Background: an optimization exercise with open tools, aiming at small area, a short achievable clock period and few clock cycles per item. Do not read the settings as production practice.
In this exercise RTL edits were held to simulation tests only and were not proved equivalent to the original.
Power and IR drop assume default switching activity.

**design/flow/design.v**
```verilog
`default_nettype none
module seqpolar(i_clk, i_reset, i_stb, i_xval, i_yval, i_aux, o_busy,
		o_done, o_mag, o_phase, o_aux);
	input	wire		i_clk, i_reset, i_stb;
	input	wire	[28:0]	i_xval, i_yval;
	input	wire		i_aux;
	output	wire		o_busy;
	output	reg		o_done;
	output	wire	[25:0]	o_mag;
	output	wire	[25:0]	o_phase;
	output	reg		o_aux;
	reg		busy;
	reg		rot;		 
	reg		k5;
	reg	[3:0]	sa;		 
	reg	[7:0]	sc;		 
	reg		kbig;		 
	reg	[33:0]	xv;		 
	reg	[39:1]	yn;		 
	reg	[35:1]	ph;		 
	wire	sx = i_xval[28], sy = i_yval[28];
	wire	[33:0]	ex = { {1{sx}}, i_xval, 4'b0 };
	wire	[39:1]	ey = { {7{sy}}, i_yval, 3'b0 };
	wire	[33:0]	ld_x = sx ? { {2{sx}}, i_xval, 3'b0 } : ex;
	wire	[35:1]	ld_p = { !sx, !(sx^sy), 33'h1c7c6e34f };
	wire		d = yn[39];			 
	wire	[35:0]	y0 = { yn[35:1], 1'b0 };
	wire	[35:0]	ya0 = ({36{sa[0]}} & y0) |
			({36{sa[1]}} & { {2{y0[35]}}, y0[35:2] }) |
			({36{sa[2]}} & { {4{y0[35]}}, y0[35:4] }) |
			({36{sa[3]}} & { {6{y0[35]}}, y0[35:6] });
	wire	[35:0]	yb0 = ({36{sc[0]}} & ya0) |
			({36{sc[1]}} & { {8{ya0[35]}}, ya0[35:8] }) |
			({36{sc[2]}} & { {16{ya0[35]}}, ya0[35:16] }) |
			({36{sc[3]}} & { {24{ya0[35]}}, ya0[35:24] }) |
			({36{sc[4]}} & { {32{ya0[35]}}, ya0[35:32] });
	wire	[33:0]	ysh = kbig ? {34{d}} : yb0[33:0];
	wire	[33:0]	xmask;
	assign	xmask[0] = !k5 & ((sc[0] & sa[0]));
	assign	xmask[1] = !k5 & ((sc[0] & |sa[1:0]));
	assign	xmask[2] = !k5 & ((sc[0] & |sa[2:0]));
	assign	xmask[3] = !k5 & ((sc[0] & |sa[3:0]));
	assign	xmask[4] = !k5 & (sc[0] | (sc[1] & sa[0]));
	assign	xmask[5] = !k5 & (sc[0] | (sc[1] & |sa[1:0]));
	assign	xmask[6] = !k5 & (sc[0] | (sc[1] & |sa[2:0]));
	assign	xmask[7] = !k5 & (sc[0] | (sc[1] & |sa[3:0]));
	assign	xmask[8] = !k5 & (|sc[1:0] | (sc[2] & sa[0]));
	assign	xmask[9] = !k5 & (|sc[1:0] | (sc[2] & |sa[1:0]));
	assign	xmask[10] = !k5 & (|sc[1:0] | (sc[2] & |sa[2:0]));
	assign	xmask[11] = !k5 & (|sc[1:0] | (sc[2] & |sa[3:0]));
	assign	xmask[12] = !k5 & (|sc[2:0] | (sc[3] & sa[0]));
	assign	xmask[13] = !k5 & (|sc[2:0] | (sc[3] & |sa[1:0]));
	assign	xmask[14] = !k5 & (|sc[2:0] | (sc[3] & |sa[2:0]));
	assign	xmask[15] = !k5 & (|sc[2:0] | (sc[3] & |sa[3:0]));
	assign	xmask[16] = !k5 & (|sc[3:0] | (sc[4] & sa[0]));
	assign	xmask[17] = !k5 & (|sc[3:0] | (sc[4] & |sa[1:0]));
	assign	xmask[18] = !k5 & (|sc[3:0] | (sc[4] & |sa[2:0]));
	assign	xmask[19] = !k5 & (|sc[3:0] | (sc[4] & |sa[3:0]));
	assign	xmask[20] = !k5 & (|sc[4:0] | (sc[5] & sa[0]));
	assign	xmask[21] = !k5 & (|sc[4:0] | (sc[5] & |sa[1:0]));
	assign	xmask[22] = !k5 & (|sc[4:0] | (sc[5] & |sa[2:0]));
	assign	xmask[23] = !k5 & (|sc[4:0] | (sc[5] & |sa[3:0]));
	assign	xmask[24] = !k5 & (|sc[5:0] | (sc[6] & sa[0]));
	assign	xmask[25] = !k5 & (|sc[5:0] | (sc[6] & |sa[1:0]));
	assign	xmask[26] = !k5 & (|sc[5:0] | (sc[6] & |sa[2:0]));
	assign	xmask[27] = !k5 & (|sc[5:0] | (sc[6] & |sa[3:0]));
	assign	xmask[28] = !k5 & (|sc[6:0] | (sc[7] & sa[0]));
	assign	xmask[29] = !k5 & (|sc[6:0] | (sc[7] & |sa[1:0]));
	assign	xmask[30] = !k5 & (|sc[6:0] | (sc[7] & |sa[2:0]));
	assign	xmask[31] = !k5 & (|sc[6:0] | (sc[7] & |sa[3:0]));
	assign	xmask[32] = !k5 | sa[0];
	assign	xmask[33] = !k5 | |sa[1:0];
	wire	[33:0]	xm = xv & xmask;
	wire		last = k5 & sa[1];		 
	wire	[9:0]	x34 = xv[9:0] + {9'b0, d};
	wire		rnd = last && (x34[9] || (x34[7:0] != 8'd0));
	wire	[33:0]	xop = (ysh ^ {34{d}}) | {25'b0, rnd, 8'b0};
	wire	[33:0]	xa = xv & {34{!rot}};
	wire	[33:0]	xn_s_a = xa;
	wire	[33:0]	xn_s_b = xop;
	wire	[33:0]	xn_s_p = xn_s_a ^ xn_s_b;
	wire	[33:0]	xn_s_g = xn_s_a & xn_s_b;
	wire	xn_s_ci = d;
	wire xn_s_g0c = xn_s_g[0] | (xn_s_p[0] & xn_s_ci);
	wire xn_s_g0 = xn_s_g[1] | (xn_s_p[1] & xn_s_g0c);
	wire xn_s_p0 = xn_s_p[1] & xn_s_p[0];
	wire xn_s_g1 = xn_s_g[3] | (xn_s_p[3] & xn_s_g[2]);
	wire xn_s_p1 = xn_s_p[3] & xn_s_p[2];
	wire xn_s_g2 = xn_s_g[5] | (xn_s_p[5] & xn_s_g[4]);
	wire xn_s_p2 = xn_s_p[5] & xn_s_p[4];
	wire xn_s_g3 = xn_s_g[7] | (xn_s_p[7] & xn_s_g[6]);
	wire xn_s_p3 = xn_s_p[7] & xn_s_p[6];
	wire xn_s_g4 = xn_s_g[9] | (xn_s_p[9] & xn_s_g[8]);
	wire xn_s_p4 = xn_s_p[9] & xn_s_p[8];
	wire xn_s_g5 = xn_s_g[11] | (xn_s_p[11] & xn_s_g[10]);
	wire xn_s_p5 = xn_s_p[11] & xn_s_p[10];
	wire xn_s_g6 = xn_s_g[13] | (xn_s_p[13] & xn_s_g[12]);
	wire xn_s_p6 = xn_s_p[13] & xn_s_p[12];
	wire xn_s_g7 = xn_s_g[15] | (xn_s_p[15] & xn_s_g[14]);
	wire xn_s_p7 = xn_s_p[15] & xn_s_p[14];
	wire xn_s_g8 = xn_s_g[17] | (xn_s_p[17] & xn_s_g[16]);
	wire xn_s_p8 = xn_s_p[17] & xn_s_p[16];
	wire xn_s_g9 = xn_s_g[19] | (xn_s_p[19] & xn_s_g[18]);
	wire xn_s_p9 = xn_s_p[19] & xn_s_p[18];
	wire xn_s_g10 = xn_s_g[21] | (xn_s_p[21] & xn_s_g[20]);
	wire xn_s_p10 = xn_s_p[21] & xn_s_p[20];
	wire xn_s_g11 = xn_s_g[23] | (xn_s_p[23] & xn_s_g[22]);
	wire xn_s_p11 = xn_s_p[23] & xn_s_p[22];
	wire xn_s_g12 = xn_s_g[25] | (xn_s_p[25] & xn_s_g[24]);
	wire xn_s_p12 = xn_s_p[25] & xn_s_p[24];
	wire xn_s_g13 = xn_s_g[27] | (xn_s_p[27] & xn_s_g[26]);
	wire xn_s_p13 = xn_s_p[27] & xn_s_p[26];
	wire xn_s_g14 = xn_s_g[29] | (xn_s_p[29] & xn_s_g[28]);
	wire xn_s_p14 = xn_s_p[29] & xn_s_p[28];
	wire xn_s_g15 = xn_s_g[31] | (xn_s_p[31] & xn_s_g[30]);
	wire xn_s_p15 = xn_s_p[31] & xn_s_p[30];
	wire xn_s_g16 = xn_s_g[2] | (xn_s_p[2] & xn_s_g0);
	wire xn_s_p16 = xn_s_p[2] & xn_s_p0;
	wire xn_s_g17 = xn_s_g1 | (xn_s_p1 & xn_s_g0);
	wire xn_s_p17 = xn_s_p1 & xn_s_p0;
	wire xn_s_g18 = xn_s_g[6] | (xn_s_p[6] & xn_s_g2);
	wire xn_s_p18 = xn_s_p[6] & xn_s_p2;
	wire xn_s_g19 = xn_s_g3 | (xn_s_p3 & xn_s_g2);
	wire xn_s_p19 = xn_s_p3 & xn_s_p2;
	wire xn_s_g20 = xn_s_g[10] | (xn_s_p[10] & xn_s_g4);
	wire xn_s_p20 = xn_s_p[10] & xn_s_p4;
	wire xn_s_g21 = xn_s_g5 | (xn_s_p5 & xn_s_g4);
	wire xn_s_p21 = xn_s_p5 & xn_s_p4;
	wire xn_s_g22 = xn_s_g[14] | (xn_s_p[14] & xn_s_g6);
	wire xn_s_p22 = xn_s_p[14] & xn_s_p6;
	wire xn_s_g23 = xn_s_g7 | (xn_s_p7 & xn_s_g6);
	wire xn_s_p23 = xn_s_p7 & xn_s_p6;
	wire xn_s_g24 = xn_s_g[18] | (xn_s_p[18] & xn_s_g8);
	wire xn_s_p24 = xn_s_p[18] & xn_s_p8;
	wire xn_s_g25 = xn_s_g9 | (xn_s_p9 & xn_s_g8);
	wire xn_s_p25 = xn_s_p9 & xn_s_p8;
	wire xn_s_g26 = xn_s_g[22] | (xn_s_p[22] & xn_s_g10);
	wire xn_s_p26 = xn_s_p[22] & xn_s_p10;
	wire xn_s_g27 = xn_s_g11 | (xn_s_p11 & xn_s_g10);
	wire xn_s_p27 = xn_s_p11 & xn_s_p10;
	wire xn_s_g28 = xn_s_g[26] | (xn_s_p[26] & xn_s_g12);
	wire xn_s_p28 = xn_s_p[26] & xn_s_p12;
	wire xn_s_g29 = xn_s_g13 | (xn_s_p13 & xn_s_g12);
	wire xn_s_p29 = xn_s_p13 & xn_s_p12;
	wire xn_s_g30 = xn_s_g[30] | (xn_s_p[30] & xn_s_g14);
	wire xn_s_p30 = xn_s_p[30] & xn_s_p14;
	wire xn_s_g31 = xn_s_g15 | (xn_s_p15 & xn_s_g14);
	wire xn_s_p31 = xn_s_p15 & xn_s_p14;
	wire xn_s_g32 = xn_s_g[4] | (xn_s_p[4] & xn_s_g17);
	wire xn_s_p32 = xn_s_p[4] & xn_s_p17;
	wire xn_s_g33 = xn_s_g2 | (xn_s_p2 & xn_s_g17);
	wire xn_s_p33 = xn_s_p2 & xn_s_p17;
	wire xn_s_g34 = xn_s_g18 | (xn_s_p18 & xn_s_g17);
	wire xn_s_p34 = xn_s_p18 & xn_s_p17;
	wire xn_s_g35 = xn_s_g19 | (xn_s_p19 & xn_s_g17);
	wire xn_s_p35 = xn_s_p19 & xn_s_p17;
	wire xn_s_g36 = xn_s_g[12] | (xn_s_p[12] & xn_s_g21);
	wire xn_s_p36 = xn_s_p[12] & xn_s_p21;
	wire xn_s_g37 = xn_s_g6 | (xn_s_p6 & xn_s_g21);
	wire xn_s_p37 = xn_s_p6 & xn_s_p21;
	wire xn_s_g38 = xn_s_g22 | (xn_s_p22 & xn_s_g21);
	wire xn_s_p38 = xn_s_p22 & xn_s_p21;
	wire xn_s_g39 = xn_s_g23 | (xn_s_p23 & xn_s_g21);
	wire xn_s_p39 = xn_s_p23 & xn_s_p21;
	wire xn_s_g40 = xn_s_g[20] | (xn_s_p[20] & xn_s_g25);
	wire xn_s_p40 = xn_s_p[20] & xn_s_p25;
	wire xn_s_g41 = xn_s_g10 | (xn_s_p10 & xn_s_g25);
	wire xn_s_p41 = xn_s_p10 & xn_s_p25;
	wire xn_s_g42 = xn_s_g26 | (xn_s_p26 & xn_s_g25);
	wire xn_s_p42 = xn_s_p26 & xn_s_p25;
	wire xn_s_g43 = xn_s_g27 | (xn_s_p27 & xn_s_g25);
	wire xn_s_p43 = xn_s_p27 & xn_s_p25;
	wire xn_s_g44 = xn_s_g[28] | (xn_s_p[28] & xn_s_g29);
	wire xn_s_p44 = xn_s_p[28] & xn_s_p29;
	wire xn_s_g45 = xn_s_g14 | (xn_s_p14 & xn_s_g29);
	wire xn_s_p45 = xn_s_p14 & xn_s_p29;
	wire xn_s_g46 = xn_s_g30 | (xn_s_p30 & xn_s_g29);
	wire xn_s_p46 = xn_s_p30 & xn_s_p29;
	wire xn_s_g47 = xn_s_g31 | (xn_s_p31 & xn_s_g29);
	wire xn_s_p47 = xn_s_p31 & xn_s_p29;
	wire xn_s_g48 = xn_s_g[8] | (xn_s_p[8] & xn_s_g35);
	wire xn_s_p48 = xn_s_p[8] & xn_s_p35;
	wire xn_s_g49 = xn_s_g4 | (xn_s_p4 & xn_s_g35);
	wire xn_s_p49 = xn_s_p4 & xn_s_p35;
	wire xn_s_g50 = xn_s_g20 | (xn_s_p20 & xn_s_g35);
	wire xn_s_p50 = xn_s_p20 & xn_s_p35;
	wire xn_s_g51 = xn_s_g21 | (xn_s_p21 & xn_s_g35);
	wire xn_s_p51 = xn_s_p21 & xn_s_p35;
	wire xn_s_g52 = xn_s_g36 | (xn_s_p36 & xn_s_g35);
	wire xn_s_p52 = xn_s_p36 & xn_s_p35;
	wire xn_s_g53 = xn_s_g37 | (xn_s_p37 & xn_s_g35);
	wire xn_s_p53 = xn_s_p37 & xn_s_p35;
	wire xn_s_g54 = xn_s_g38 | (xn_s_p38 & xn_s_g35);
	wire xn_s_p54 = xn_s_p38 & xn_s_p35;
	wire xn_s_g55 = xn_s_g39 | (xn_s_p39 & xn_s_g35);
	wire xn_s_p55 = xn_s_p39 & xn_s_p35;
	wire xn_s_g56 = xn_s_g[24] | (xn_s_p[24] & xn_s_g43);
	wire xn_s_p56 = xn_s_p[24] & xn_s_p43;
	wire xn_s_g57 = xn_s_g12 | (xn_s_p12 & xn_s_g43);
	wire xn_s_p57 = xn_s_p12 & xn_s_p43;
	wire xn_s_g58 = xn_s_g28 | (xn_s_p28 & xn_s_g43);
	wire xn_s_p58 = xn_s_p28 & xn_s_p43;
	wire xn_s_g59 = xn_s_g29 | (xn_s_p29 & xn_s_g43);
	wire xn_s_p59 = xn_s_p29 & xn_s_p43;
	wire xn_s_g60 = xn_s_g44 | (xn_s_p44 & xn_s_g43);
	wire xn_s_p60 = xn_s_p44 & xn_s_p43;
	wire xn_s_g61 = xn_s_g45 | (xn_s_p45 & xn_s_g43);
	wire xn_s_p61 = xn_s_p45 & xn_s_p43;
	wire xn_s_g62 = xn_s_g46 | (xn_s_p46 & xn_s_g43);
	wire xn_s_p62 = xn_s_p46 & xn_s_p43;
	wire xn_s_g63 = xn_s_g47 | (xn_s_p47 & xn_s_g43);
	wire xn_s_p63 = xn_s_p47 & xn_s_p43;
	wire xn_s_g64 = xn_s_g[16] | (xn_s_p[16] & xn_s_g55);
	wire xn_s_p64 = xn_s_p[16] & xn_s_p55;
	wire xn_s_g65 = xn_s_g8 | (xn_s_p8 & xn_s_g55);
	wire xn_s_p65 = xn_s_p8 & xn_s_p55;
	wire xn_s_g66 = xn_s_g24 | (xn_s_p24 & xn_s_g55);
	wire xn_s_p66 = xn_s_p24 & xn_s_p55;
	wire xn_s_g67 = xn_s_g25 | (xn_s_p25 & xn_s_g55);
	wire xn_s_p67 = xn_s_p25 & xn_s_p55;
	wire xn_s_g68 = xn_s_g40 | (xn_s_p40 & xn_s_g55);
	wire xn_s_p68 = xn_s_p40 & xn_s_p55;
	wire xn_s_g69 = xn_s_g41 | (xn_s_p41 & xn_s_g55);
	wire xn_s_p69 = xn_s_p41 & xn_s_p55;
	wire xn_s_g70 = xn_s_g42 | (xn_s_p42 & xn_s_g55);
	wire xn_s_p70 = xn_s_p42 & xn_s_p55;
	wire xn_s_g71 = xn_s_g43 | (xn_s_p43 & xn_s_g55);
	wire xn_s_p71 = xn_s_p43 & xn_s_p55;
	wire xn_s_g72 = xn_s_g56 | (xn_s_p56 & xn_s_g55);
	wire xn_s_p72 = xn_s_p56 & xn_s_p55;
	wire xn_s_g73 = xn_s_g57 | (xn_s_p57 & xn_s_g55);
	wire xn_s_p73 = xn_s_p57 & xn_s_p55;
	wire xn_s_g74 = xn_s_g58 | (xn_s_p58 & xn_s_g55);
	wire xn_s_p74 = xn_s_p58 & xn_s_p55;
	wire xn_s_g75 = xn_s_g59 | (xn_s_p59 & xn_s_g55);
	wire xn_s_p75 = xn_s_p59 & xn_s_p55;
	wire xn_s_g76 = xn_s_g60 | (xn_s_p60 & xn_s_g55);
	wire xn_s_p76 = xn_s_p60 & xn_s_p55;
	wire xn_s_g77 = xn_s_g61 | (xn_s_p61 & xn_s_g55);
	wire xn_s_p77 = xn_s_p61 & xn_s_p55;
	wire xn_s_g78 = xn_s_g62 | (xn_s_p62 & xn_s_g55);
	wire xn_s_p78 = xn_s_p62 & xn_s_p55;
	wire xn_s_g79 = xn_s_g63 | (xn_s_p63 & xn_s_g55);
	wire xn_s_p79 = xn_s_p63 & xn_s_p55;
	wire xn_s_g80 = xn_s_g[32] | (xn_s_p[32] & xn_s_g79);
	wire xn_s_p80 = xn_s_p[32] & xn_s_p79;
	wire	[33:0]	xn_s_c = {xn_s_g80, xn_s_g79, xn_s_g78, xn_s_g77, xn_s_g76, xn_s_g75, xn_s_g74, xn_s_g73, xn_s_g72, xn_s_g71, xn_s_g70, xn_s_g69, xn_s_g68, xn_s_g67, xn_s_g66, xn_s_g65, xn_s_g64, xn_s_g55, xn_s_g54, xn_s_g53, xn_s_g52, xn_s_g51, xn_s_g50, xn_s_g49, xn_s_g48, xn_s_g35, xn_s_g34, xn_s_g33, xn_s_g32, xn_s_g17, xn_s_g16, xn_s_g0, xn_s_g0c, xn_s_ci};
	wire	[33:0]	xn_s = xn_s_p ^ xn_s_c;
	wire	[33:0]	xn = xn_s;
	wire	[38:0]	ya = { yn[38:1], 1'b0 } & {39{!rot}};
	wire	[38:0]	yop = { {5{rot & xv[33]}}, xm } ^ {39{!d}};
	wire	[38:0]	ynn_s_a = ya;
	wire	[38:0]	ynn_s_b = yop;
	wire	[38:0]	ynn_s_p = ynn_s_a ^ ynn_s_b;
	wire	[38:0]	ynn_s_g = ynn_s_a & ynn_s_b;
	wire	ynn_s_ci = !d;
	wire ynn_s_g0c = ynn_s_g[0] | (ynn_s_p[0] & ynn_s_ci);
	wire ynn_s_g0 = ynn_s_g[1] | (ynn_s_p[1] & ynn_s_g0c);
	wire ynn_s_p0 = ynn_s_p[1] & ynn_s_p[0];
	wire ynn_s_g1 = ynn_s_g[3] | (ynn_s_p[3] & ynn_s_g[2]);
	wire ynn_s_p1 = ynn_s_p[3] & ynn_s_p[2];
	wire ynn_s_g2 = ynn_s_g[5] | (ynn_s_p[5] & ynn_s_g[4]);
	wire ynn_s_p2 = ynn_s_p[5] & ynn_s_p[4];
	wire ynn_s_g3 = ynn_s_g[7] | (ynn_s_p[7] & ynn_s_g[6]);
	wire ynn_s_p3 = ynn_s_p[7] & ynn_s_p[6];
	wire ynn_s_g4 = ynn_s_g[9] | (ynn_s_p[9] & ynn_s_g[8]);
	wire ynn_s_p4 = ynn_s_p[9] & ynn_s_p[8];
	wire ynn_s_g5 = ynn_s_g[11] | (ynn_s_p[11] & ynn_s_g[10]);
	wire ynn_s_p5 = ynn_s_p[11] & ynn_s_p[10];
	wire ynn_s_g6 = ynn_s_g[13] | (ynn_s_p[13] & ynn_s_g[12]);
	wire ynn_s_p6 = ynn_s_p[13] & ynn_s_p[12];
	wire ynn_s_g7 = ynn_s_g[15] | (ynn_s_p[15] & ynn_s_g[14]);
	wire ynn_s_p7 = ynn_s_p[15] & ynn_s_p[14];
	wire ynn_s_g8 = ynn_s_g[17] | (ynn_s_p[17] & ynn_s_g[16]);
	wire ynn_s_p8 = ynn_s_p[17] & ynn_s_p[16];
	wire ynn_s_g9 = ynn_s_g[19] | (ynn_s_p[19] & ynn_s_g[18]);
	wire ynn_s_p9 = ynn_s_p[19] & ynn_s_p[18];
	wire ynn_s_g10 = ynn_s_g[21] | (ynn_s_p[21] & ynn_s_g[20]);
	wire ynn_s_p10 = ynn_s_p[21] & ynn_s_p[20];
	wire ynn_s_g11 = ynn_s_g[23] | (ynn_s_p[23] & ynn_s_g[22]);
	wire ynn_s_p11 = ynn_s_p[23] & ynn_s_p[22];
	wire ynn_s_g12 = ynn_s_g[25] | (ynn_s_p[25] & ynn_s_g[24]);
	wire ynn_s_p12 = ynn_s_p[25] & ynn_s_p[24];
	wire ynn_s_g13 = ynn_s_g[27] | (ynn_s_p[27] & ynn_s_g[26]);
	wire ynn_s_p13 = ynn_s_p[27] & ynn_s_p[26];
	wire ynn_s_g14 = ynn_s_g[29] | (ynn_s_p[29] & ynn_s_g[28]);
	wire ynn_s_p14 = ynn_s_p[29] & ynn_s_p[28];
	wire ynn_s_g15 = ynn_s_g[31] | (ynn_s_p[31] & ynn_s_g[30]);
	wire ynn_s_p15 = ynn_s_p[31] & ynn_s_p[30];
	wire ynn_s_g16 = ynn_s_g[33] | (ynn_s_p[33] & ynn_s_g[32]);
	wire ynn_s_p16 = ynn_s_p[33] & ynn_s_p[32];
	wire ynn_s_g17 = ynn_s_g[35] | (ynn_s_p[35] & ynn_s_g[34]);
	wire ynn_s_p17 = ynn_s_p[35] & ynn_s_p[34];
	wire ynn_s_g18 = ynn_s_g[37] | (ynn_s_p[37] & ynn_s_g[36]);
	wire ynn_s_p18 = ynn_s_p[37] & ynn_s_p[36];
	wire ynn_s_g19 = ynn_s_g[2] | (ynn_s_p[2] & ynn_s_g0);
	wire ynn_s_p19 = ynn_s_p[2] & ynn_s_p0;
	wire ynn_s_g20 = ynn_s_g1 | (ynn_s_p1 & ynn_s_g0);
	wire ynn_s_p20 = ynn_s_p1 & ynn_s_p0;
	wire ynn_s_g21 = ynn_s_g[6] | (ynn_s_p[6] & ynn_s_g2);
	wire ynn_s_p21 = ynn_s_p[6] & ynn_s_p2;
	wire ynn_s_g22 = ynn_s_g3 | (ynn_s_p3 & ynn_s_g2);
	wire ynn_s_p22 = ynn_s_p3 & ynn_s_p2;
	wire ynn_s_g23 = ynn_s_g[10] | (ynn_s_p[10] & ynn_s_g4);
	wire ynn_s_p23 = ynn_s_p[10] & ynn_s_p4;
	wire ynn_s_g24 = ynn_s_g5 | (ynn_s_p5 & ynn_s_g4);
	wire ynn_s_p24 = ynn_s_p5 & ynn_s_p4;
	wire ynn_s_g25 = ynn_s_g[14] | (ynn_s_p[14] & ynn_s_g6);
	wire ynn_s_p25 = ynn_s_p[14] & ynn_s_p6;
	wire ynn_s_g26 = ynn_s_g7 | (ynn_s_p7 & ynn_s_g6);
	wire ynn_s_p26 = ynn_s_p7 & ynn_s_p6;
	wire ynn_s_g27 = ynn_s_g[18] | (ynn_s_p[18] & ynn_s_g8);
	wire ynn_s_p27 = ynn_s_p[18] & ynn_s_p8;
	wire ynn_s_g28 = ynn_s_g9 | (ynn_s_p9 & ynn_s_g8);
	wire ynn_s_p28 = ynn_s_p9 & ynn_s_p8;
	wire ynn_s_g29 = ynn_s_g[22] | (ynn_s_p[22] & ynn_s_g10);
	wire ynn_s_p29 = ynn_s_p[22] & ynn_s_p10;
	wire ynn_s_g30 = ynn_s_g11 | (ynn_s_p11 & ynn_s_g10);
	wire ynn_s_p30 = ynn_s_p11 & ynn_s_p10;
	wire ynn_s_g31 = ynn_s_g[26] | (ynn_s_p[26] & ynn_s_g12);
	wire ynn_s_p31 = ynn_s_p[26] & ynn_s_p12;
	wire ynn_s_g32 = ynn_s_g13 | (ynn_s_p13 & ynn_s_g12);
	wire ynn_s_p32 = ynn_s_p13 & ynn_s_p12;
	wire ynn_s_g33 = ynn_s_g[30] | (ynn_s_p[30] & ynn_s_g14);
	wire ynn_s_p33 = ynn_s_p[30] & ynn_s_p14;
	wire ynn_s_g34 = ynn_s_g15 | (ynn_s_p15 & ynn_s_g14);
	wire ynn_s_p34 = ynn_s_p15 & ynn_s_p14;
	wire ynn_s_g35 = ynn_s_g[34] | (ynn_s_p[34] & ynn_s_g16);
	wire ynn_s_p35 = ynn_s_p[34] & ynn_s_p16;
	wire ynn_s_g36 = ynn_s_g17 | (ynn_s_p17 & ynn_s_g16);
	wire ynn_s_p36 = ynn_s_p17 & ynn_s_p16;
	wire ynn_s_g37 = ynn_s_g[4] | (ynn_s_p[4] & ynn_s_g20);
	wire ynn_s_p37 = ynn_s_p[4] & ynn_s_p20;
	wire ynn_s_g38 = ynn_s_g2 | (ynn_s_p2 & ynn_s_g20);
	wire ynn_s_p38 = ynn_s_p2 & ynn_s_p20;
	wire ynn_s_g39 = ynn_s_g21 | (ynn_s_p21 & ynn_s_g20);
	wire ynn_s_p39 = ynn_s_p21 & ynn_s_p20;
	wire ynn_s_g40 = ynn_s_g22 | (ynn_s_p22 & ynn_s_g20);
	wire ynn_s_p40 = ynn_s_p22 & ynn_s_p20;
	wire ynn_s_g41 = ynn_s_g[12] | (ynn_s_p[12] & ynn_s_g24);
	wire ynn_s_p41 = ynn_s_p[12] & ynn_s_p24;
	wire ynn_s_g42 = ynn_s_g6 | (ynn_s_p6 & ynn_s_g24);
	wire ynn_s_p42 = ynn_s_p6 & ynn_s_p24;
	wire ynn_s_g43 = ynn_s_g25 | (ynn_s_p25 & ynn_s_g24);
	wire ynn_s_p43 = ynn_s_p25 & ynn_s_p24;
	wire ynn_s_g44 = ynn_s_g26 | (ynn_s_p26 & ynn_s_g24);
	wire ynn_s_p44 = ynn_s_p26 & ynn_s_p24;
	wire ynn_s_g45 = ynn_s_g[20] | (ynn_s_p[20] & ynn_s_g28);
	wire ynn_s_p45 = ynn_s_p[20] & ynn_s_p28;
	wire ynn_s_g46 = ynn_s_g10 | (ynn_s_p10 & ynn_s_g28);
	wire ynn_s_p46 = ynn_s_p10 & ynn_s_p28;
	wire ynn_s_g47 = ynn_s_g29 | (ynn_s_p29 & ynn_s_g28);
	wire ynn_s_p47 = ynn_s_p29 & ynn_s_p28;
	wire ynn_s_g48 = ynn_s_g30 | (ynn_s_p30 & ynn_s_g28);
	wire ynn_s_p48 = ynn_s_p30 & ynn_s_p28;
	wire ynn_s_g49 = ynn_s_g[28] | (ynn_s_p[28] & ynn_s_g32);
	wire ynn_s_p49 = ynn_s_p[28] & ynn_s_p32;
	wire ynn_s_g50 = ynn_s_g14 | (ynn_s_p14 & ynn_s_g32);
	wire ynn_s_p50 = ynn_s_p14 & ynn_s_p32;
	wire ynn_s_g51 = ynn_s_g33 | (ynn_s_p33 & ynn_s_g32);
	wire ynn_s_p51 = ynn_s_p33 & ynn_s_p32;
	wire ynn_s_g52 = ynn_s_g34 | (ynn_s_p34 & ynn_s_g32);
	wire ynn_s_p52 = ynn_s_p34 & ynn_s_p32;
	wire ynn_s_g53 = ynn_s_g[36] | (ynn_s_p[36] & ynn_s_g36);
	wire ynn_s_p53 = ynn_s_p[36] & ynn_s_p36;
	wire ynn_s_g54 = ynn_s_g18 | (ynn_s_p18 & ynn_s_g36);
	wire ynn_s_p54 = ynn_s_p18 & ynn_s_p36;
	wire ynn_s_g55 = ynn_s_g[8] | (ynn_s_p[8] & ynn_s_g40);
	wire ynn_s_p55 = ynn_s_p[8] & ynn_s_p40;
	wire ynn_s_g56 = ynn_s_g4 | (ynn_s_p4 & ynn_s_g40);
	wire ynn_s_p56 = ynn_s_p4 & ynn_s_p40;
	wire ynn_s_g57 = ynn_s_g23 | (ynn_s_p23 & ynn_s_g40);
	wire ynn_s_p57 = ynn_s_p23 & ynn_s_p40;
	wire ynn_s_g58 = ynn_s_g24 | (ynn_s_p24 & ynn_s_g40);
	wire ynn_s_p58 = ynn_s_p24 & ynn_s_p40;
	wire ynn_s_g59 = ynn_s_g41 | (ynn_s_p41 & ynn_s_g40);
	wire ynn_s_p59 = ynn_s_p41 & ynn_s_p40;
	wire ynn_s_g60 = ynn_s_g42 | (ynn_s_p42 & ynn_s_g40);
	wire ynn_s_p60 = ynn_s_p42 & ynn_s_p40;
	wire ynn_s_g61 = ynn_s_g43 | (ynn_s_p43 & ynn_s_g40);
	wire ynn_s_p61 = ynn_s_p43 & ynn_s_p40;
	wire ynn_s_g62 = ynn_s_g44 | (ynn_s_p44 & ynn_s_g40);
	wire ynn_s_p62 = ynn_s_p44 & ynn_s_p40;
	wire ynn_s_g63 = ynn_s_g[24] | (ynn_s_p[24] & ynn_s_g48);
	wire ynn_s_p63 = ynn_s_p[24] & ynn_s_p48;
	wire ynn_s_g64 = ynn_s_g12 | (ynn_s_p12 & ynn_s_g48);
	wire ynn_s_p64 = ynn_s_p12 & ynn_s_p48;
	wire ynn_s_g65 = ynn_s_g31 | (ynn_s_p31 & ynn_s_g48);
	wire ynn_s_p65 = ynn_s_p31 & ynn_s_p48;
	wire ynn_s_g66 = ynn_s_g32 | (ynn_s_p32 & ynn_s_g48);
	wire ynn_s_p66 = ynn_s_p32 & ynn_s_p48;
	wire ynn_s_g67 = ynn_s_g49 | (ynn_s_p49 & ynn_s_g48);
	wire ynn_s_p67 = ynn_s_p49 & ynn_s_p48;
	wire ynn_s_g68 = ynn_s_g50 | (ynn_s_p50 & ynn_s_g48);
	wire ynn_s_p68 = ynn_s_p50 & ynn_s_p48;
	wire ynn_s_g69 = ynn_s_g51 | (ynn_s_p51 & ynn_s_g48);
	wire ynn_s_p69 = ynn_s_p51 & ynn_s_p48;
	wire ynn_s_g70 = ynn_s_g52 | (ynn_s_p52 & ynn_s_g48);
	wire ynn_s_p70 = ynn_s_p52 & ynn_s_p48;
	wire ynn_s_g71 = ynn_s_g[16] | (ynn_s_p[16] & ynn_s_g62);
	wire ynn_s_p71 = ynn_s_p[16] & ynn_s_p62;
	wire ynn_s_g72 = ynn_s_g8 | (ynn_s_p8 & ynn_s_g62);
	wire ynn_s_p72 = ynn_s_p8 & ynn_s_p62;
	wire ynn_s_g73 = ynn_s_g27 | (ynn_s_p27 & ynn_s_g62);
	wire ynn_s_p73 = ynn_s_p27 & ynn_s_p62;
	wire ynn_s_g74 = ynn_s_g28 | (ynn_s_p28 & ynn_s_g62);
	wire ynn_s_p74 = ynn_s_p28 & ynn_s_p62;
	wire ynn_s_g75 = ynn_s_g45 | (ynn_s_p45 & ynn_s_g62);
	wire ynn_s_p75 = ynn_s_p45 & ynn_s_p62;
	wire ynn_s_g76 = ynn_s_g46 | (ynn_s_p46 & ynn_s_g62);
	wire ynn_s_p76 = ynn_s_p46 & ynn_s_p62;
	wire ynn_s_g77 = ynn_s_g47 | (ynn_s_p47 & ynn_s_g62);
	wire ynn_s_p77 = ynn_s_p47 & ynn_s_p62;
	wire ynn_s_g78 = ynn_s_g48 | (ynn_s_p48 & ynn_s_g62);
	wire ynn_s_p78 = ynn_s_p48 & ynn_s_p62;
	wire ynn_s_g79 = ynn_s_g63 | (ynn_s_p63 & ynn_s_g62);
	wire ynn_s_p79 = ynn_s_p63 & ynn_s_p62;
	wire ynn_s_g80 = ynn_s_g64 | (ynn_s_p64 & ynn_s_g62);
	wire ynn_s_p80 = ynn_s_p64 & ynn_s_p62;
	wire ynn_s_g81 = ynn_s_g65 | (ynn_s_p65 & ynn_s_g62);
	wire ynn_s_p81 = ynn_s_p65 & ynn_s_p62;
	wire ynn_s_g82 = ynn_s_g66 | (ynn_s_p66 & ynn_s_g62);
	wire ynn_s_p82 = ynn_s_p66 & ynn_s_p62;
	wire ynn_s_g83 = ynn_s_g67 | (ynn_s_p67 & ynn_s_g62);
	wire ynn_s_p83 = ynn_s_p67 & ynn_s_p62;
	wire ynn_s_g84 = ynn_s_g68 | (ynn_s_p68 & ynn_s_g62);
	wire ynn_s_p84 = ynn_s_p68 & ynn_s_p62;
	wire ynn_s_g85 = ynn_s_g69 | (ynn_s_p69 & ynn_s_g62);
	wire ynn_s_p85 = ynn_s_p69 & ynn_s_p62;
	wire ynn_s_g86 = ynn_s_g70 | (ynn_s_p70 & ynn_s_g62);
	wire ynn_s_p86 = ynn_s_p70 & ynn_s_p62;
	wire ynn_s_g87 = ynn_s_g[32] | (ynn_s_p[32] & ynn_s_g86);
	wire ynn_s_p87 = ynn_s_p[32] & ynn_s_p86;
	wire ynn_s_g88 = ynn_s_g16 | (ynn_s_p16 & ynn_s_g86);
	wire ynn_s_p88 = ynn_s_p16 & ynn_s_p86;
	wire ynn_s_g89 = ynn_s_g35 | (ynn_s_p35 & ynn_s_g86);
	wire ynn_s_p89 = ynn_s_p35 & ynn_s_p86;
	wire ynn_s_g90 = ynn_s_g36 | (ynn_s_p36 & ynn_s_g86);
	wire ynn_s_p90 = ynn_s_p36 & ynn_s_p86;
	wire ynn_s_g91 = ynn_s_g53 | (ynn_s_p53 & ynn_s_g86);
	wire ynn_s_p91 = ynn_s_p53 & ynn_s_p86;
	wire ynn_s_g92 = ynn_s_g54 | (ynn_s_p54 & ynn_s_g86);
	wire ynn_s_p92 = ynn_s_p54 & ynn_s_p86;
	wire	[38:0]	ynn_s_c = {ynn_s_g92, ynn_s_g91, ynn_s_g90, ynn_s_g89, ynn_s_g88, ynn_s_g87, ynn_s_g86, ynn_s_g85, ynn_s_g84, ynn_s_g83, ynn_s_g82, ynn_s_g81, ynn_s_g80, ynn_s_g79, ynn_s_g78, ynn_s_g77, ynn_s_g76, ynn_s_g75, ynn_s_g74, ynn_s_g73, ynn_s_g72, ynn_s_g71, ynn_s_g62, ynn_s_g61, ynn_s_g60, ynn_s_g59, ynn_s_g58, ynn_s_g57, ynn_s_g56, ynn_s_g55, ynn_s_g40, ynn_s_g39, ynn_s_g38, ynn_s_g37, ynn_s_g20, ynn_s_g19, ynn_s_g0, ynn_s_g0c, ynn_s_ci};
	wire	[38:0]	ynn_s = ynn_s_p ^ ynn_s_c;
	wire	[38:0]	ynn = ynn_s;
	wire	[34:0]	ang =
		({35{!k5 & sc[0] & sa[1]}} & 35'h12e4051da) |
		({35{!k5 & sc[0] & sa[2]}} & 35'h09fb385b5) |
		({35{!k5 & sc[0] & sa[3]}} & 35'h051111d41) |
		({35{!k5 & sc[1] & sa[0]}} & 35'h028b0d430) |
		({35{!k5 & sc[1] & sa[1]}} & 35'h0145d7e15) |
		({35{!k5 & sc[1] & sa[2]}} & 35'h00a2f61e5) |
		({35{!k5 & sc[1] & sa[3]}} & 35'h00517c551) |
		({35{!k5 & sc[2] & sa[0]}} & 35'h0028be534) |
		({35{!k5 & sc[2] & sa[1]}} & 35'h00145f2eb) |
		({35{!k5 & sc[2] & sa[2]}} & 35'h000a2f980) |
		({35{!k5 & sc[2] & sa[3]}} & 35'h000517cc1) |
		({35{!k5 & sc[3] & sa[0]}} & 35'h00028be60) |
		({35{!k5 & sc[3] & sa[1]}} & 35'h000145f30) |
		({35{!k5 & sc[3] & sa[2]}} & 35'h0000a2f98) |
		({35{!k5 & sc[3] & sa[3]}} & 35'h0000517cc) |
		({35{!k5 & sc[4] & sa[0]}} & 35'h000028be6) |
		({35{!k5 & sc[4] & sa[1]}} & 35'h0000145f3) |
		({35{!k5 & sc[4] & sa[2]}} & 35'h00000a2f9) |
		({35{!k5 & sc[4] & sa[3]}} & 35'h00000517c) |
		({35{!k5 & sc[5] & sa[0]}} & 35'h0000028be) |
		({35{!k5 & sc[5] & sa[1]}} & 35'h00000145f) |
		({35{!k5 & sc[5] & sa[2]}} & 35'h000000a2f) |
		({35{!k5 & sc[5] & sa[3]}} & 35'h000000517) |
		({35{!k5 & sc[6] & sa[0]}} & 35'h00000028b) |
		({35{!k5 & sc[6] & sa[1]}} & 35'h000000145) |
		({35{!k5 & sc[6] & sa[2]}} & 35'h0000000a2) |
		({35{!k5 & sc[6] & sa[3]}} & 35'h000000051) |
		({35{!k5 & sc[7] & sa[0]}} & 35'h000000028) |
		({35{!k5 & sc[7] & sa[1]}} & 35'h000000014) |
		({35{!k5 & sc[7] & sa[2]}} & 35'h00000000a) |
		({35{!k5 & sc[7] & sa[3]}} & 35'h000000005) |
		({35{k5 & sa[0]}} & 35'h000000002) |
		({35{k5 & sa[1]}} & 35'h000000001);
	wire	[34:0]	pn_s_a = ph;
	wire	[34:0]	pn_s_b = (ang & {35{!d}});
	wire	[34:0]	pn_s_p = pn_s_a ^ pn_s_b;
	wire	[34:0]	pn_s_g = pn_s_a & pn_s_b;
	wire	pn_s_ci = 1'b0;
	wire pn_s_g0c = pn_s_g[0] | (pn_s_p[0] & pn_s_ci);
	wire pn_s_g0 = pn_s_g[1] | (pn_s_p[1] & pn_s_g0c);
	wire pn_s_p0 = pn_s_p[1] & pn_s_p[0];
	wire pn_s_g1 = pn_s_g[3] | (pn_s_p[3] & pn_s_g[2]);
	wire pn_s_p1 = pn_s_p[3] & pn_s_p[2];
	wire pn_s_g2 = pn_s_g[5] | (pn_s_p[5] & pn_s_g[4]);
	wire pn_s_p2 = pn_s_p[5] & pn_s_p[4];
	wire pn_s_g3 = pn_s_g[7] | (pn_s_p[7] & pn_s_g[6]);
	wire pn_s_p3 = pn_s_p[7] & pn_s_p[6];
	wire pn_s_g4 = pn_s_g[9] | (pn_s_p[9] & pn_s_g[8]);
	wire pn_s_p4 = pn_s_p[9] & pn_s_p[8];
	wire pn_s_g5 = pn_s_g[11] | (pn_s_p[11] & pn_s_g[10]);
	wire pn_s_p5 = pn_s_p[11] & pn_s_p[10];
	wire pn_s_g6 = pn_s_g[13] | (pn_s_p[13] & pn_s_g[12]);
	wire pn_s_p6 = pn_s_p[13] & pn_s_p[12];
	wire pn_s_g7 = pn_s_g[15] | (pn_s_p[15] & pn_s_g[14]);
	wire pn_s_p7 = pn_s_p[15] & pn_s_p[14];
	wire pn_s_g8 = pn_s_g[17] | (pn_s_p[17] & pn_s_g[16]);
	wire pn_s_p8 = pn_s_p[17] & pn_s_p[16];
	wire pn_s_g9 = pn_s_g[19] | (pn_s_p[19] & pn_s_g[18]);
	wire pn_s_p9 = pn_s_p[19] & pn_s_p[18];
	wire pn_s_g10 = pn_s_g[21] | (pn_s_p[21] & pn_s_g[20]);
	wire pn_s_p10 = pn_s_p[21] & pn_s_p[20];
	wire pn_s_g11 = pn_s_g[23] | (pn_s_p[23] & pn_s_g[22]);
	wire pn_s_p11 = pn_s_p[23] & pn_s_p[22];
	wire pn_s_g12 = pn_s_g[25] | (pn_s_p[25] & pn_s_g[24]);
	wire pn_s_p12 = pn_s_p[25] & pn_s_p[24];
	wire pn_s_g13 = pn_s_g[27] | (pn_s_p[27] & pn_s_g[26]);
	wire pn_s_p13 = pn_s_p[27] & pn_s_p[26];
	wire pn_s_g14 = pn_s_g[29] | (pn_s_p[29] & pn_s_g[28]);
	wire pn_s_p14 = pn_s_p[29] & pn_s_p[28];
	wire pn_s_g15 = pn_s_g[31] | (pn_s_p[31] & pn_s_g[30]);
	wire pn_s_p15 = pn_s_p[31] & pn_s_p[30];
	wire pn_s_g16 = pn_s_g[33] | (pn_s_p[33] & pn_s_g[32]);
	wire pn_s_p16 = pn_s_p[33] & pn_s_p[32];
	wire pn_s_g17 = pn_s_g1 | (pn_s_p1 & pn_s_g0);
	wire pn_s_p17 = pn_s_p1 & pn_s_p0;
	wire pn_s_g18 = pn_s_g3 | (pn_s_p3 & pn_s_g2);
	wire pn_s_p18 = pn_s_p3 & pn_s_p2;
	wire pn_s_g19 = pn_s_g5 | (pn_s_p5 & pn_s_g4);
	wire pn_s_p19 = pn_s_p5 & pn_s_p4;
	wire pn_s_g20 = pn_s_g7 | (pn_s_p7 & pn_s_g6);
	wire pn_s_p20 = pn_s_p7 & pn_s_p6;
	wire pn_s_g21 = pn_s_g9 | (pn_s_p9 & pn_s_g8);
	wire pn_s_p21 = pn_s_p9 & pn_s_p8;
	wire pn_s_g22 = pn_s_g11 | (pn_s_p11 & pn_s_g10);
	wire pn_s_p22 = pn_s_p11 & pn_s_p10;
	wire pn_s_g23 = pn_s_g13 | (pn_s_p13 & pn_s_g12);
	wire pn_s_p23 = pn_s_p13 & pn_s_p12;
	wire pn_s_g24 = pn_s_g15 | (pn_s_p15 & pn_s_g14);
	wire pn_s_p24 = pn_s_p15 & pn_s_p14;
	wire pn_s_g25 = pn_s_g18 | (pn_s_p18 & pn_s_g17);
	wire pn_s_p25 = pn_s_p18 & pn_s_p17;
	wire pn_s_g26 = pn_s_g20 | (pn_s_p20 & pn_s_g19);
	wire pn_s_p26 = pn_s_p20 & pn_s_p19;
	wire pn_s_g27 = pn_s_g22 | (pn_s_p22 & pn_s_g21);
	wire pn_s_p27 = pn_s_p22 & pn_s_p21;
	wire pn_s_g28 = pn_s_g24 | (pn_s_p24 & pn_s_g23);
	wire pn_s_p28 = pn_s_p24 & pn_s_p23;
	wire pn_s_g29 = pn_s_g26 | (pn_s_p26 & pn_s_g25);
	wire pn_s_p29 = pn_s_p26 & pn_s_p25;
	wire pn_s_g30 = pn_s_g28 | (pn_s_p28 & pn_s_g27);
	wire pn_s_p30 = pn_s_p28 & pn_s_p27;
	wire pn_s_g31 = pn_s_g30 | (pn_s_p30 & pn_s_g29);
	wire pn_s_p31 = pn_s_p30 & pn_s_p29;
	wire pn_s_g32 = pn_s_g27 | (pn_s_p27 & pn_s_g29);
	wire pn_s_p32 = pn_s_p27 & pn_s_p29;
	wire pn_s_g33 = pn_s_g19 | (pn_s_p19 & pn_s_g25);
	wire pn_s_p33 = pn_s_p19 & pn_s_p25;
	wire pn_s_g34 = pn_s_g21 | (pn_s_p21 & pn_s_g29);
	wire pn_s_p34 = pn_s_p21 & pn_s_p29;
	wire pn_s_g35 = pn_s_g23 | (pn_s_p23 & pn_s_g32);
	wire pn_s_p35 = pn_s_p23 & pn_s_p32;
	wire pn_s_g36 = pn_s_g2 | (pn_s_p2 & pn_s_g17);
	wire pn_s_p36 = pn_s_p2 & pn_s_p17;
	wire pn_s_g37 = pn_s_g4 | (pn_s_p4 & pn_s_g25);
	wire pn_s_p37 = pn_s_p4 & pn_s_p25;
	wire pn_s_g38 = pn_s_g6 | (pn_s_p6 & pn_s_g33);
	wire pn_s_p38 = pn_s_p6 & pn_s_p33;
	wire pn_s_g39 = pn_s_g8 | (pn_s_p8 & pn_s_g29);
	wire pn_s_p39 = pn_s_p8 & pn_s_p29;
	wire pn_s_g40 = pn_s_g10 | (pn_s_p10 & pn_s_g34);
	wire pn_s_p40 = pn_s_p10 & pn_s_p34;
	wire pn_s_g41 = pn_s_g12 | (pn_s_p12 & pn_s_g32);
	wire pn_s_p41 = pn_s_p12 & pn_s_p32;
	wire pn_s_g42 = pn_s_g14 | (pn_s_p14 & pn_s_g35);
	wire pn_s_p42 = pn_s_p14 & pn_s_p35;
	wire pn_s_g43 = pn_s_g16 | (pn_s_p16 & pn_s_g31);
	wire pn_s_p43 = pn_s_p16 & pn_s_p31;
	wire pn_s_g44 = pn_s_g[2] | (pn_s_p[2] & pn_s_g0);
	wire pn_s_p44 = pn_s_p[2] & pn_s_p0;
	wire pn_s_g45 = pn_s_g[4] | (pn_s_p[4] & pn_s_g17);
	wire pn_s_p45 = pn_s_p[4] & pn_s_p17;
	wire pn_s_g46 = pn_s_g[6] | (pn_s_p[6] & pn_s_g36);
	wire pn_s_p46 = pn_s_p[6] & pn_s_p36;
	wire pn_s_g47 = pn_s_g[8] | (pn_s_p[8] & pn_s_g25);
	wire pn_s_p47 = pn_s_p[8] & pn_s_p25;
	wire pn_s_g48 = pn_s_g[10] | (pn_s_p[10] & pn_s_g37);
	wire pn_s_p48 = pn_s_p[10] & pn_s_p37;
	wire pn_s_g49 = pn_s_g[12] | (pn_s_p[12] & pn_s_g33);
	wire pn_s_p49 = pn_s_p[12] & pn_s_p33;
	wire pn_s_g50 = pn_s_g[14] | (pn_s_p[14] & pn_s_g38);
	wire pn_s_p50 = pn_s_p[14] & pn_s_p38;
	wire pn_s_g51 = pn_s_g[16] | (pn_s_p[16] & pn_s_g29);
	wire pn_s_p51 = pn_s_p[16] & pn_s_p29;
	wire pn_s_g52 = pn_s_g[18] | (pn_s_p[18] & pn_s_g39);
	wire pn_s_p52 = pn_s_p[18] & pn_s_p39;
	wire pn_s_g53 = pn_s_g[20] | (pn_s_p[20] & pn_s_g34);
	wire pn_s_p53 = pn_s_p[20] & pn_s_p34;
	wire pn_s_g54 = pn_s_g[22] | (pn_s_p[22] & pn_s_g40);
	wire pn_s_p54 = pn_s_p[22] & pn_s_p40;
	wire pn_s_g55 = pn_s_g[24] | (pn_s_p[24] & pn_s_g32);
	wire pn_s_p55 = pn_s_p[24] & pn_s_p32;
	wire pn_s_g56 = pn_s_g[26] | (pn_s_p[26] & pn_s_g41);
	wire pn_s_p56 = pn_s_p[26] & pn_s_p41;
	wire pn_s_g57 = pn_s_g[28] | (pn_s_p[28] & pn_s_g35);
	wire pn_s_p57 = pn_s_p[28] & pn_s_p35;
	wire pn_s_g58 = pn_s_g[30] | (pn_s_p[30] & pn_s_g42);
	wire pn_s_p58 = pn_s_p[30] & pn_s_p42;
	wire pn_s_g59 = pn_s_g[32] | (pn_s_p[32] & pn_s_g31);
	wire pn_s_p59 = pn_s_p[32] & pn_s_p31;
	wire	[34:0]	pn_s_c = {pn_s_g43, pn_s_g59, pn_s_g31, pn_s_g58, pn_s_g42, pn_s_g57, pn_s_g35, pn_s_g56, pn_s_g41, pn_s_g55, pn_s_g32, pn_s_g54, pn_s_g40, pn_s_g53, pn_s_g34, pn_s_g52, pn_s_g39, pn_s_g51, pn_s_g29, pn_s_g50, pn_s_g38, pn_s_g49, pn_s_g33, pn_s_g48, pn_s_g37, pn_s_g47, pn_s_g25, pn_s_g46, pn_s_g36, pn_s_g45, pn_s_g17, pn_s_g44, pn_s_g0, pn_s_g0c, pn_s_ci};
	wire	[34:0]	pn_s = pn_s_p ^ pn_s_c;
	wire	[35:1]	pn = pn_s;
	wire	load = i_stb && !busy;
	wire	[3:0]	san = rot ? sa : { sa[2:0], sa[3] };
	wire	[7:0]	scn = (rot || !sa[3]) ? sc : { sc[6:0], sc[7] };
	wire		k5n = k5 || (!rot && sa[3] && sc[7]);
	always @(posedge i_clk)
	begin
		if (load) begin
			xv <= ld_x;
			yn <= ey;
			rot <= sx;
			ph <= ld_p;
			k5 <= 1'b0;
			sa <= 4'b0001;
			sc <= 8'b00000001;
			kbig <= 1'b0;
		end else begin
			xv <= xn;
			yn <= ynn;
			ph <= pn;
			k5 <= k5n;
			sa <= san;
			sc <= scn;
			kbig <= k5n || (|scn[7:5]) || (scn[4] && (san[2] || san[3]));
			rot <= 1'b0;
		end
	end
	always @(posedge i_clk)
	if (load)
		o_aux <= i_aux;
	always @(posedge i_clk)
	if (i_reset) begin
		busy   <= 1'b0;
		o_done <= 1'b0;
	end else begin
		o_done <= busy && last;
		if (load)
			busy <= 1'b1;
		else if (last)
			busy <= 1'b0;
	end
	assign	o_busy  = busy;
	assign	o_mag   = xv[33:8];
	assign	o_phase = ph[35:10];
endmodule
```
**design/flow/flow/run.sh**
```bash
#!/bin/bash
set -euo pipefail
export BUFFER_PORTS_ARGS="-buffer_cell sky130_fd_sc_hd__buf_1"
bash standard.sh > standard_flow.log 2>&1
```
**design/flow/standard.sh**
```bash
#!/bin/bash
# synth_recipe.tcl (not shown) runs the flow's synth.tcl, then flattens the netlist and writes it again
# the make line also repeats each setting of config.mk as NAME=value (left out here)
make -C /OpenROAD-flow-scripts/flow DESIGN_CONFIG=/design/flow/config.mk WORK_HOME=/design/flow/orfs CLKGATE_MAP_FILE= SYNTH_SCRIPT=/design/flow/synth_recipe.tcl "${@:-finish}"
```
**design/flow/config.mk**
```make
export PLATFORM = sky130hd
export DESIGN_NAME = seqpolar
export DESIGN_NICKNAME = seqpolar
export VERILOG_FILES = /design/flow/design.v
export SDC_FILE = /design/flow/constraint.sdc
export NUM_CORES = 4
export LEC_CHECK = 0
export CAP_MARGIN = 20
export CORE_MARGIN = 2
export CORE_UTILIZATION = 40
export CTS_BUF_LIST = sky130_fd_sc_hd__clkbuf_8
export SETUP_SLACK_MARGIN = 2.5
export SLEW_MARGIN = 20
```
**design/flow/constraint.sdc**
```tcl
create_clock -name core_clock -period 7.0 [get_ports {i_clk}]
set_input_delay 1.4000 -clock core_clock [delete_from_list [all_inputs] [get_ports {i_clk}]]
set_output_delay 1.4000 -clock core_clock [all_outputs]
set_load 0.01 [all_outputs]
```
==> results.toml, run 1 <==
[status]
outcome = "complete, no violations"

[cts]
clk_path_buf_depth = 2
cts-root-buf = "clkbuf_8"
cts_tree = "built"
cts-hold-fix-buffers = 0
htreeDepth = 4
clk_pin_slew_ns = 0.10
insertion_delay_ns = 0.49
clkSinkCount = 126
numCtsBuffers = 17

[hold_path]
hold_class = "flip-flop to flip-flop"

[pwr]
pwr-share-comb_pct = 75.0
pwr-share-clk_pct = 7.4
power_density_nw_per_um2 = 614
p_int_mw = 4.32
leakagePower_nw = 6.07
power_frac_seq_pct = 17.5
netSwitchingFraction_pct = 50.5
vdd_ir_drop_max_mv = 0.288
power.switching_mw = 4.41

[sta]
hold_slack_ns = 0.528
fin_crit_ns = 4.42
slew_headroom_pct = 45.7
tightest_slew_ns = 0.815
hold_viol_final = 0
finClkSkew_ns = 0.0247
setup_viol = 0
slew_violations = 0
setup_ws_ns = 2.58
grt_setup_unrepaired = "true"
finalCritPeriodShare_pct = 63.2
fmax_ghz = 0.226
finalSetupTns_ns = 0

[routing]
avgViaCountPerCell = 5.94
drt_iter0_markers = 1450
wl_mm = 42.1
ant_nets = 0
wl_per_cell_um = 20.2
first_pass_iters = 6
routed-via-count = 12373
drc = 0

[place]
place_ws_ns = 1.69
dpl.hpwl_mm = 28.9
gp_congestion = 0.960
io_buffer_count = 116

[worst_setup_path]
slowest_delay_ns = 0.40
r2r-start = "sa[3]$_SDFF_PP0_"
worst_setup_path_start_kind = "flip-flop"
required_ns = 7.35
cp-end-kind = "flip-flop"
cp.arrival_ns = 4.77
r2r-end = "xv[33]$_DFF_P_"
critPathSlowestCell = "or3_4"
r2r.worst_path.cells = 21
startpoint = "sa[3]$_SDFF_PP0_"
critPathKind = "flip-flop to flip-flop"
crit_chain = "buf_12, or3_4, a22o_4, a222oi_1, buf_4, and3_1, o21ai_1, fa_2, nor2b_2, o31a_1, o21ai_2, a211oi_2, o21ai_2, nand2_2, o221ai_4, a21oi_2, a21oi_2, fa_2, xnor2_2, xnor2_1, a21oi_1"
critPathMaxFanout = 13
cp-endpoint = "xv[33]$_DFF_P_"
r2r_setup_slack_ns = 2.58

[floorplanning]
design.die.area_um2 = 32800
ioPinCount = 117
die_h_um = 181
start_util_pct = 40.9
rows = 64
die_w_um = 181
design.core.area_um2 = 30700

[global_routing]
use_met3_pct = 6.35
grt_pass1_wl_mm = 64.5
busiest_layer = "met2"
grt_pass1_vias = 11690
grt_overflow = 0
antenna_found_initial = 0
use_met1_pct = 34.5
grt_usage_pct = 24.7
grt_max_degree = 73
grt_util_met2_pct = 37.3

[synthesis]
yosysSeqAreaShare_pct = 20.2
async_flop_share_pct = 0
yosys_warnings = 1
syn_nets = 1818
synth_cells = 1626
synth_area_um2 = 12600
syn_area_per_cell_um2 = 7.73
synth_edf_count = 1
synth_cell_types = 83
ys_ff_latch = 126
synth_flop_cell = "dfxtp_1"

[job]
cap_violations = 0

[finish]
num-fill-cells = 3174
layout-drive-gt1-share_pct = 12.3
final_common_cell = "nand2_1"
final_cell_mix = "153 x nand2_1, 124 x a21oi_1, 119 x nor2_1"
areaGrowthSynthToFinish_pct = 13.1
final_nets = 1864
==> sequential cells by signal (all words and copies together), names as in the netlist <==
register,cells
yn,39
ph,35
xv,34
sc,8
sa,4
busy,1
k5,1
kbig,1
o_aux,1
o_done,1
rot,1
==> cell usage after synthesis, drive strengths merged (20+ instances only) <==
cell	n	area, um2
nor3	27	135
nand3	28	145
and3	20	125
o21ai	96	484
clkbuf	92	347
a22oi	82	621
a21oi	132	664
inv	40	150
dfxtp	125	2500
nand2b	20	125
nand2	160	601
ha	101	1260
a21o	47	355
xor2	23	201
xnor2	99	867
buf	71	473
fa	29	581
mux2i	22	220
nor2	123	462
nor2b	74	463
==> routing by layer <==
| metal | share of wire, % | wire length [um] |
|---|---|---|
| met5 | 0 | 0 |
| met4 | 2.5 | 1070 |
| met3 | 9.5 | 3980 |
| met2 | 43 | 18200 |
| met1 | 45 | 18800 |
==> logic make-up (layout without fill, tap and decap cells) <==
| family | Yosys count | count (layout) | share of synthesized area [%] |
|---|---|---|---|
| AO/OA/AOI/OAI | 493 | 493 | 26.4 |
| XOR/XNOR | 122 | 122 | 8.50 |
| adder cells (fa/ha/maj) | 130 | 130 | 14.7 |
| buffers and inverters | 204 | 263 | 7.75 |
| flip-flops | 126 | 126 | 20.2 |
| multiplexers | 25 | 25 | 2.02 |
| other | 0 | 1 | 0 |
| AND/OR/NAND/NOR | 526 | 526 | 20.5 |
==> final cells by class <==
cell class / count / area [um2] / share of cell area (%)
clock buffers: 17 / 234 / 1.65
diodes: 1 / 2.50 / 0.0176
well taps: 396 / 495 / 3.49
multi-input cells: 1296 / 9350 / 65.8
flip-flops and latches: 126 / 2560 / 18.0
repair buffers: 190 / 1240 / 8.76
clock inverters: 15 / 140 / 0.986
inverters: 41 / 174 / 1.22
==> what timing repair did <==
| action | CTS | global route |
|---|---|---|
| gates resized for setup | 59 | 59 |
| pin swaps | 14 | 33 |
| setup buffers | 6 | 42 |
| endpoints found under the setup margin | 42 | 29 |
| cloned | 3 | 4 |
==> worst min-delay path by stage <==
| stage | start | end | depth (start not counted) |
|---|---|---|---|
| after floorplan | ph[35]$_DFF_P_ | ph[35]$_DFF_P_ | 1 |
| after global placement | sc[1]$_SDFFE_PP0P_ | sc[1]$_SDFFE_PP0P_ | 2 |
| after detailed placement | sc[1]$_SDFFE_PP0P_ | sc[1]$_SDFFE_PP0P_ | 2 |
| after CTS | sc[1]$_SDFFE_PP0P_ | sc[1]$_SDFFE_PP0P_ | 2 |
| after global routing | busy$_SDFFE_PP0P_ | o_done$_SDFF_PP0_ | 1 |
| final | busy$_SDFFE_PP0P_ | o_done$_SDFF_PP0_ | 1 |
==> power groups by stage <==
| stage | combinational (mW) | sequential [mW] | clock [mW] |
|---|---|---|---|
| 6_report | 6.55 | 1.53 | 0.650 |
| 5_1_grt | 7.29 | 1.56 | 0.694 |
| 4_1_cts | 6.22 | 1.51 | 0.665 |
| 3_5_place_dp | 6.00 | 1.52 | 0 |
| 3_3_place_gp | 5.93 | 1.52 | 0 |
| 2_1_floorplan | 5.05 | 1.29 | 0 |
==> critical path, delay by kind of cell (launching register included) <==
kind	cells	cell delay, ns
AOI/OAI and AO/OA	11	1.74
and+or+nand+nor	4	0.80
buffers and inverters	2	0.32
xor gates and xnor gates	2	0.30
DFF	1	0.36
adders and majority gates	2	0.75
==> per-stage QoR <==
| stage | power, mW | util [%] | instance area [um2] | cells |
|---|---|---|---|---|
| floorplan | 6.34 | - | 12600 | 1626 |
| global placement | 7.45 | 41.7 | 12800 | 1994 |
| detailed placement | 7.51 | 41.7 | 12800 | 1994 |
| CTS | 8.40 | 44.2 | 13600 | 2035 |
| global route | 9.55 | 46.2 | 14200 | 2081 |
| finish | 8.73 | 46.2 | 14200 | 2082 |
Testbench counts, summed over its fixed seeds: cycles 18,182, items 512.
==> run 2, diff against run 1 <==
--- a/design/flow/config.mk
+++ b/design/flow/config.mk
@@ -11,3 +11,3 @@
 export CTS_BUF_LIST = sky130_fd_sc_hd__clkbuf_8
-export SETUP_SLACK_MARGIN = 2.5
+export SETUP_SLACK_MARGIN = 2.7
 export SLEW_MARGIN = 20
==> run 2 against run 1 <==
Compared with the run above:
- still clean
- wire length up 2.8%
- cell count increased by 2.3%
- clock power rose by 3%
- fmax grew 2.9%
- critical path depth decreased by 2
- sequential power about the same
- die area unchanged
- clock skew fell by 0.0054 ns
- final area grew 3.9%
- global-route usage rose by 0.71 points
- non-clock buffer count up 48
- largest cell class unchanged
- largest power group unchanged
==> results.toml, run 2 <==
[cts]
htreeDepth = 4
cts-root-buf = "clkbuf_8"
clkSinkCount = 126
clk_path_buf_depth = 2
insertion_delay_ns = 0.48
cts_tree = "built"
clk_pin_slew_ns = 0.10
numCtsBuffers = 17

[finish]
layout-drive-gt1-share_pct = 16.9
final_common_cell = "nand2_1"
largest_register_ffs = 39
final_cell_mix = "148 x nand2_1, 121 x a21oi_1, 115 x nor2_1, 115 x buf_1, 114 x dfxtp_1"
top_regs = "yn: 39 flops, ph: 35 flops, xv: 34 flops"
final_nets = 1912
num_antenna_cells = 0
num-fill-cells = 3125
fin_cells = 2129
largest-register = "yn"
areaGrowthSynthToFinish_pct = 17.5

[sta]
finalCritPeriodShare_pct = 61.4
finalSetupTns_ns = 0
setup_viol = 0
finClkSkew_ns = 0.0192
slew_violations = 0
tightest_slew_ns = 0.915
hold_slack_ns = 0.514
slew_headroom_pct = 39.0
fin_crit_ns = 4.30
grt_setup_unrepaired = "true"
fmax_ghz = 0.233
hold_viol_final = 0

[pwr]
power_frac_seq_pct = 16.7
leakagePower_nw = 6.34
p_int_mw = 4.59
pwr-share-comb_pct = 76.0
power_density_nw_per_um2 = 621
power.switching_mw = 4.58
netSwitchingFraction_pct = 50.0
vdd_ir_drop_max_mv = 0.309
pwr-share-clk_pct = 7.3

[floorplanning]
start_util_pct = 40.9
die_h_um = 181
rows = 64
die_w_um = 181
design.die.area_um2 = 32800
ioPinCount = 117
design.core.area_um2 = 30700

[worst_setup_path]
critPathKind = "flip-flop to flip-flop"
cp.arrival_ns = 4.68
r2r.worst_path.cells = 19
required_ns = 7.38
worst_setup_path_start_kind = "flip-flop"
cp-end-kind = "flip-flop"
critPathMaxFanout = 6

[synthesis]
synth_top_area_share_pct = 19.9
synth_xor_area_share_pct = 8.50
yosys.area.top_type = "dfxtp_1"
synth_flop_cell = "dfxtp_1"
yosysSeqAreaShare_pct = 20.2
yosys_warnings = 1
ys_ff_latch = 126
yosys-top-cells-count = "160 x nand2_1, 131 x a21oi_1, 125 x dfxtp_1"
synth_area_um2 = 12600
syn_area_per_cell_um2 = 7.73
synthTopCellsByArea = "dfxtp_1 20%, ha_1 10%, xnor2_1 6.9%"
yosysMostFrequentCell = "nand2_1"
synth-compound-area-share_pct = 26.4
synthSimpleGateAreaFrac_pct = 20.5
synth_adder_area_share_pct = 14.7
syn_nets = 1818
async_flop_share_pct = 0
synth_edf_count = 1
synth_cell_types = 83
muxShareOfSynthArea_pct = 2.02
synth_cells = 1626
synth_top_family_by_area = "compound AO/OA/AOI/OAI gates"

[place]
dpl.hpwl_mm = 30.1
io_buffer_count = 116
gp_congestion = 0.977
placed_cells_incl_taps = 1995

[job]
cap_violations = 0

[global_routing]
grt_usage_pct = 25.4
grt_max_degree = 78
grt_pass1_wl_mm = 65.7
grt_overflow = 0
antenna_found_initial = 0
grt_pass1_vias = 11530

[routing]
routed-via-count = 12494
drc = 0
wl_mm = 43.3
first_pass_iters = 8
drt_iter0_markers = 1196
wl_per_cell_um = 20.3
ant_nets = 0
avgViaCountPerCell = 5.87

[status]
outcome = "complete, no violations"

[hold_path]
hold_class = "flip-flop to flip-flop"
whs_path_depth = 2
==> run 2: changes by cell type in the layout (fill, tap and decap cells not counted), moves of 4 or more <==
cell / delta
buf_4: +49
buf_6: -4
inv_6: +4
nand2_1: -5
nor2_1: -4
o21ai_0: -4
==> run 2: final cells by class <==
| class | instances | area (um2) | area share [%] |
|---|---|---|---|
| Sequential cell | 126 | 2560 | 17.3 |
| Multi-Input combinational cell | 1296 | 9550 | 64.7 |
| Inverter | 41 | 173 | 1.17 |
| Clock buffer | 17 | 234 | 1.58 |
| Clock inverter | 15 | 149 | 1.01 |
| Tap cell | 396 | 495 | 3.36 |
| Timing Repair Buffer | 238 | 1610 | 10.9 |
==> run 2: final timing paths <==
check / startpoint / endpoint / slack, ns
setup / recovery: sa[3]$_SDFF_PP0_ / xv[15]$_DFF_P_ / 2.70
hold / removal: sc[1]$_SDFFE_PP0P_ / sc[1]$_SDFFE_PP0P_ / 0.51
setup reg to reg: sa[3]$_SDFF_PP0_ / xv[15]$_DFF_P_ / 2.70
hold reg to reg: sc[1]$_SDFFE_PP0P_ / sc[1]$_SDFFE_PP0P_ / 0.51
==> run 2: layer usage <==
| metal | up-vias | track usage [%] | share of wire [%] |
|---|---|---|---|
| met4 | 0 | 8.23 | 2.7 |
| met5 | - | 0 | 0 |
| met2 | 526 | 38.2 | 43 |
| met1 | 5926 | 37.1 | 46 |
| li1 | 5951 | - | - |
| met3 | 91 | 3.63 | 7.7 |
==> run 2: kinds of logic (layout without fill, tap and decap cells) <==
family          Yosys count  count (layout)
xor+xnor                122             122
simple gates            526             526
flops                   126             126
buf+inv                 204             311
compound gates          493             493
fa+ha+maj               130             130
mux                      25              25
==> run 2: stage by stage <==
stage	instance area (um2)	power, mW	utilization, %	setup slack (ns)
floorplan	12600	6.37	-	2.70
global placement	12900	7.51	41.9	1.70
detailed placement	12900	7.58	41.9	1.66
CTS	13900	8.68	45.3	2.58
global route	14800	9.98	48.0	2.50
finish	14800	9.17	48.0	2.70
==> run 2: timing repair <==
action	in CTS	in global routing
pin swaps	40	81
setup endpoints to repair	71	40
hold buffers	0	0
buffers inserted	36	60
endpoints found under the hold margin	0	0
gates resized for setup	85	73
cloned	2	4
==> run 2: worst max-delay path: stages, from the launching register on <==
cell	delay, ns
dfxtp_4	0.37
buf_12	0.13
or3_4	0.41
buf_6	0.15
a22o_4	0.23
nand2_1	0.08
nand3_2	0.09
xnor2_1	0.15
and2_1	0.23
ha_1	0.29
nor2b_2	0.15
o31a_1	0.26
o21ai_4	0.20
buf_4	0.17
a211oi_1	0.07
o21ai_1	0.32
a21boi_2	0.12
o21a_1	0.20
or3_1	0.30
a31o_2	0.24
==> run 2: power groups by stage <==
stage                     logic, mW  registers, mW  clock network, mW
after global placement         5.97           1.54                  0
after CTS                      6.49           1.50              0.685
after global routing           7.72           1.56              0.712
after detailed placement       6.05           1.53                  0
after floorplan                5.08           1.29                  0
final                          6.97           1.53              0.668

==> static timing again, ports no longer ideal <==
Ports are ideal in the flow. The routed layouts listed here were re-timed in OpenROAD. Step 1, drivers: a clkbuf_16 drives i_clk and a buf_2 each remaining input, both assumed. Step 2 also shifts input and output timing later by t, the mid clock arrival at the registers, as if the neighbouring blocks saw the same clock. Slacks: ideal / step 1 / step 2; pairs: ideal / step 1.
run | shift t [ns] | slack for setup (ns) | hold slack, ns | latest minus earliest clock arrival (ns) | worst data-port slew with drivers (ns)
run 1 | 0.530 | 2.576 / 2.576 / 2.576 | 0.528 / 0.528 / 0.528 | 0.025 / 0.025 | 0.04
run 2 | 0.524 | 2.699 / 2.699 / 2.699 | 0.514 / 0.514 / 0.514 | 0.020 / 0.019 | 0.04
After both steps setup and hold are still met in every run listed.
